From an optimization exercise on the open Yosys and OpenROAD flow, aimed at small area; shortcuts taken in it are not production practice. In this exercise RTL edits were held to simulation tests only and were not proved equivalent to the original. Power figures rest on the tool's default switching activity, not on a simulated workload.

== try-juniper ==
// top
module top (
	input sysclk,     
	input rst,        
	input button_in,
	input [15:0] student_id,
	output [3:0] D5_out,
	output [3:0] D4_out,
	output [3:0] D3_out,
	output [3:0] D2_out,
	output [3:0] D1_out
);
reg [5:0] r;         
reg [5:0] q;         
reg [15:0] curtime;
reg [15:0] curhash;
reg [1:0] state;
wire tick500;
wire tick5s;
wire [5:0] r_next, q_next;
wire [15:0] time_next;
wire [15:0] hash_next;
wire [1:0] state_next;
wire disp;
rtcClkDivider clkd (
	.rst(rst), .r(r), .q(q), .r_next(r_next), .q_next(q_next),
	.tick_500Hz(tick500), .tick_5s(tick5s)
);
timekeeper timekep (
	.rst(rst), .en(tick5s), .ct(curtime), .ct_next(time_next)
);
hasher hs (
	.cur_time(curtime), .student_id(student_id), .h(curhash), .nxt(hash_next)
);
buttonFsm button (
	.rst(rst), .en(tick500), .button(button_in), .state(state),
	.state_next(state_next), .stateful_button(disp)
);
wire hold;
wire [15:0] hash_d;
g_nor2 uhold (.a(tick5s), .b(rst), .y(hold));
genvar i;
generate for (i = 0; i < 16; i = i + 1) begin : gh
	g_a22o um (.a1(hash_next[i]), .a2(tick5s), .b1(curhash[i]), .b2(hold), .y(hash_d[i]));
end endgenerate
always @(posedge sysclk) begin
	r <= r_next;
	q <= q_next;
	curtime <= time_next;
	curhash <= hash_d;
	state <= state_next;
  ...
==> flow/config.mk <==
export PLATFORM = sky130hd
export DESIGN_NAME = top
export DESIGN_NICKNAME = top
export VERILOG_FILES = /design/flow/design.v
export SDC_FILE = /design/flow/constraint.sdc
export NUM_CORES = 4
export LEC_CHECK = 0
export ABC_AREA = 0
export ABC_CLOCK_PERIOD_IN_PS = 25000
export CAP_MARGIN = 20
export CORE_MARGIN = 2
export CORE_UTILIZATION = 40
export SLEW_MARGIN = 20
export SYNTH_HIERARCHICAL = 1
==> flow/constraint.sdc <==
create_clock -name core_clock -period 25.0 [get_ports {sysclk}]
set_input_delay 5.0000 -clock core_clock [delete_from_list [all_inputs] [get_ports {sysclk}]]
set_output_delay 5.0000 -clock core_clock [all_outputs]
set_load 0.01 [all_outputs]
standard.sh (not shown) runs the stock make flow with config.mk's settings and CLKGATE_MAP_FILE= SYNTH_SCRIPT=/design/flow/synth_recipe.tcl, a recipe that flattens the netlist after the stock synthesis.
==> flow/flow/run.sh <==
#!/bin/bash
# Standard synthesis, then every combinational cell swapped to its smallest
# size (downsize.tcl), then the standard layout with 1x port buffers.
set -euo pipefail
HERE=$PWD
bash standard.sh synth > synth.log 2>&1
ODB=$HERE/orfs/results/sky130hd/top/base/1_synth.odb openroad -no_init -exit flow/downsize.tcl > downsize.log 2>&1
bash standard.sh BUFFER_PORTS_ARGS="-buffer_cell sky130_fd_sc_hd__buf_1" CTS_ARGS="-repair_clock_nets -buf_list sky130_fd_sc_hd__clkbuf_8 -root_buf sky130_fd_sc_hd__clkbuf_8 -dont_use_dummy_load" finish > finish.log 2>&1
==> flow/flow/downsize.tcl <==
# Swap every combinational cell of the synthesized netlist to the smallest cell
# of the same function (same name but the drive-strength suffix); later repair
# steps upsize or buffer where slew, capacitance or timing need it.
read_db $::env(ODB)
set db [ord::get_db]
set block [ord::get_db_block]
foreach lib [$db getLibs] {
  foreach m [$lib getMasters] {
    set n [$m getName]
    if {[regexp {^(sky130_fd_sc_hd__[a-z0-9]+)_([0-9]+)$} $n -> base drv]} {
      set area [expr {[$m getWidth] * [$m getHeight]}]
      lappend cands($base) [list $m $area $drv]
    }
  }
}
set skip {^sky130_fd_sc_hd__(df|dl|sdf|edf|sedf|conb|tap|fill|decap|clk|probe|buf|dlygate|dlymetal)}
set n 0
foreach inst [$block getInsts] {
  set m [$inst getMaster]
  set name [$m getName]
  if {[regexp $skip $name]} continue
  if {![regexp {^(sky130_fd_sc_hd__[a-z0-9]+)_([0-9]+)$} $name -> base drv]} continue
  set best ""; set barea 0; set bdrv 0
  foreach c $cands($base) {
    lassign $c cm ca cd
    if {$best eq "" || $ca < $barea || ($ca == $barea && $cd > $bdrv)} {
      set best $cm; set barea $ca; set bdrv $cd
    }
  }
  if {$best ne "" && [$best getName] ne $name} {
    puts "swap [$inst getName] $name -> [$best getName]"
    $inst swapMaster $best
    incr n
  }
}
puts "swapped $n cells"
write_db $::env(ODB)
try-juniper went all the way through synthesis, placement and routing and the layout is clean on timing, DRC and antenna.
Setup changes, try-juniper to try-garnet
==> flow/flow/run.sh <==
#!/bin/bash
# Standard synthesis, then every combinational cell swapped to its smallest
# size (downsize.tcl), then the standard layout with 1x port buffers.
set -euo pipefail
HERE=$PWD
bash standard.sh synth > synth.log 2>&1
ODB=$HERE/orfs/results/sky130hd/top/base/1_synth.odb openroad -no_init -exit flow/downsize.tcl > downsize.log 2>&1
bash standard.sh BUFFER_PORTS_ARGS="-buffer_cell sky130_fd_sc_hd__buf_1" CTS_ARGS="-repair_clock_nets -buf_list sky130_fd_sc_hd__clkbuf_16 -root_buf sky130_fd_sc_hd__clkbuf_16 -dont_use_dummy_load" finish > finish.log 2>&1
As far as total half-perimeter wirelength after legalization and detailed placement goes, try-garnet and try-juniper are indistinguishable; the numbers are identical.
Compared with try-juniper, try-garnet shows a higher power share of the clock group.
Relative to try-juniper, the sum of internal, switching and leakage power measured on try-garnet has increased by a few percent.
try-garnet vs. try-juniper: met3 routed wirelength now sits higher; ratio of final minimum period to clock period now sits at about the same level; power per unit of standard cell area now sits higher; fraction of area in registers now sits at about the same level.
> inputs changed (try-garnet -> try-cedar)
==> flow/flow/run.sh <==
#!/bin/bash
# Standard synthesis, then every combinational cell swapped to its smallest
# size (downsize.tcl), then the standard layout with 1x port buffers.
set -euo pipefail
HERE=$PWD
bash standard.sh synth > synth.log 2>&1
ODB=$HERE/orfs/results/sky130hd/top/base/1_synth.odb openroad -no_init -exit flow/downsize.tcl > downsize.log 2>&1
bash standard.sh BUFFER_PORTS_ARGS="-buffer_cell sky130_fd_sc_hd__buf_1" CTS_ARGS="-sink_clustering_enable -repair_clock_nets -buf_list sky130_fd_sc_hd__clkbuf_8 -root_buf sky130_fd_sc_hd__clkbuf_8 -dont_use_dummy_load" finish > finish.log 2>&1
Relative to try-garnet, total power decreased by 20 µW in try-cedar. Summary: with try-garnet as the reference, final standard cell area without fillers in try-cedar moved down slightly. As far as max-capacitance violation count goes, try-cedar and try-garnet are indistinguishable; the numbers are identical. Global-route usage: try-garnet vs try-cedar — no meaningful difference.

==> what the ideal ports hide <==
The results above use ideal ports. As a check the final layouts listed here were re-extracted and re-timed, cells and wires unchanged. Step 1 (the two cells are an assumption about what drives the block):
set clk [get_ports {sysclk}]
set_driving_cell -lib_cell sky130_fd_sc_hd__clkbuf_16 $clk
set_driving_cell -lib_cell sky130_fd_sc_hd__buf_2 [delete_from_list [all_inputs] $clk]
Step 2 times the ports against the registers' clock, not the clock port: input delays grow and output delays shrink by t, the midpoint of the rising clock arrivals with the driver on. Slacks: ideal ports / drivers / drivers and shift; pairs: ideal ports / drivers.
| run | t, ns | slack for setup (ns) | pins driven straight from the clock port |
|---|---|---|---|
| try-juniper | 0.315 | 9.218 / 9.227 / 8.912 | 1 |
| try-garnet | 0.310 | 9.197 / 9.211 / 8.901 | 1 |
| try-cedar | 0.315 | 9.218 / 9.227 / 8.912 | 1 |
After both steps setup and hold are still met in every run listed.
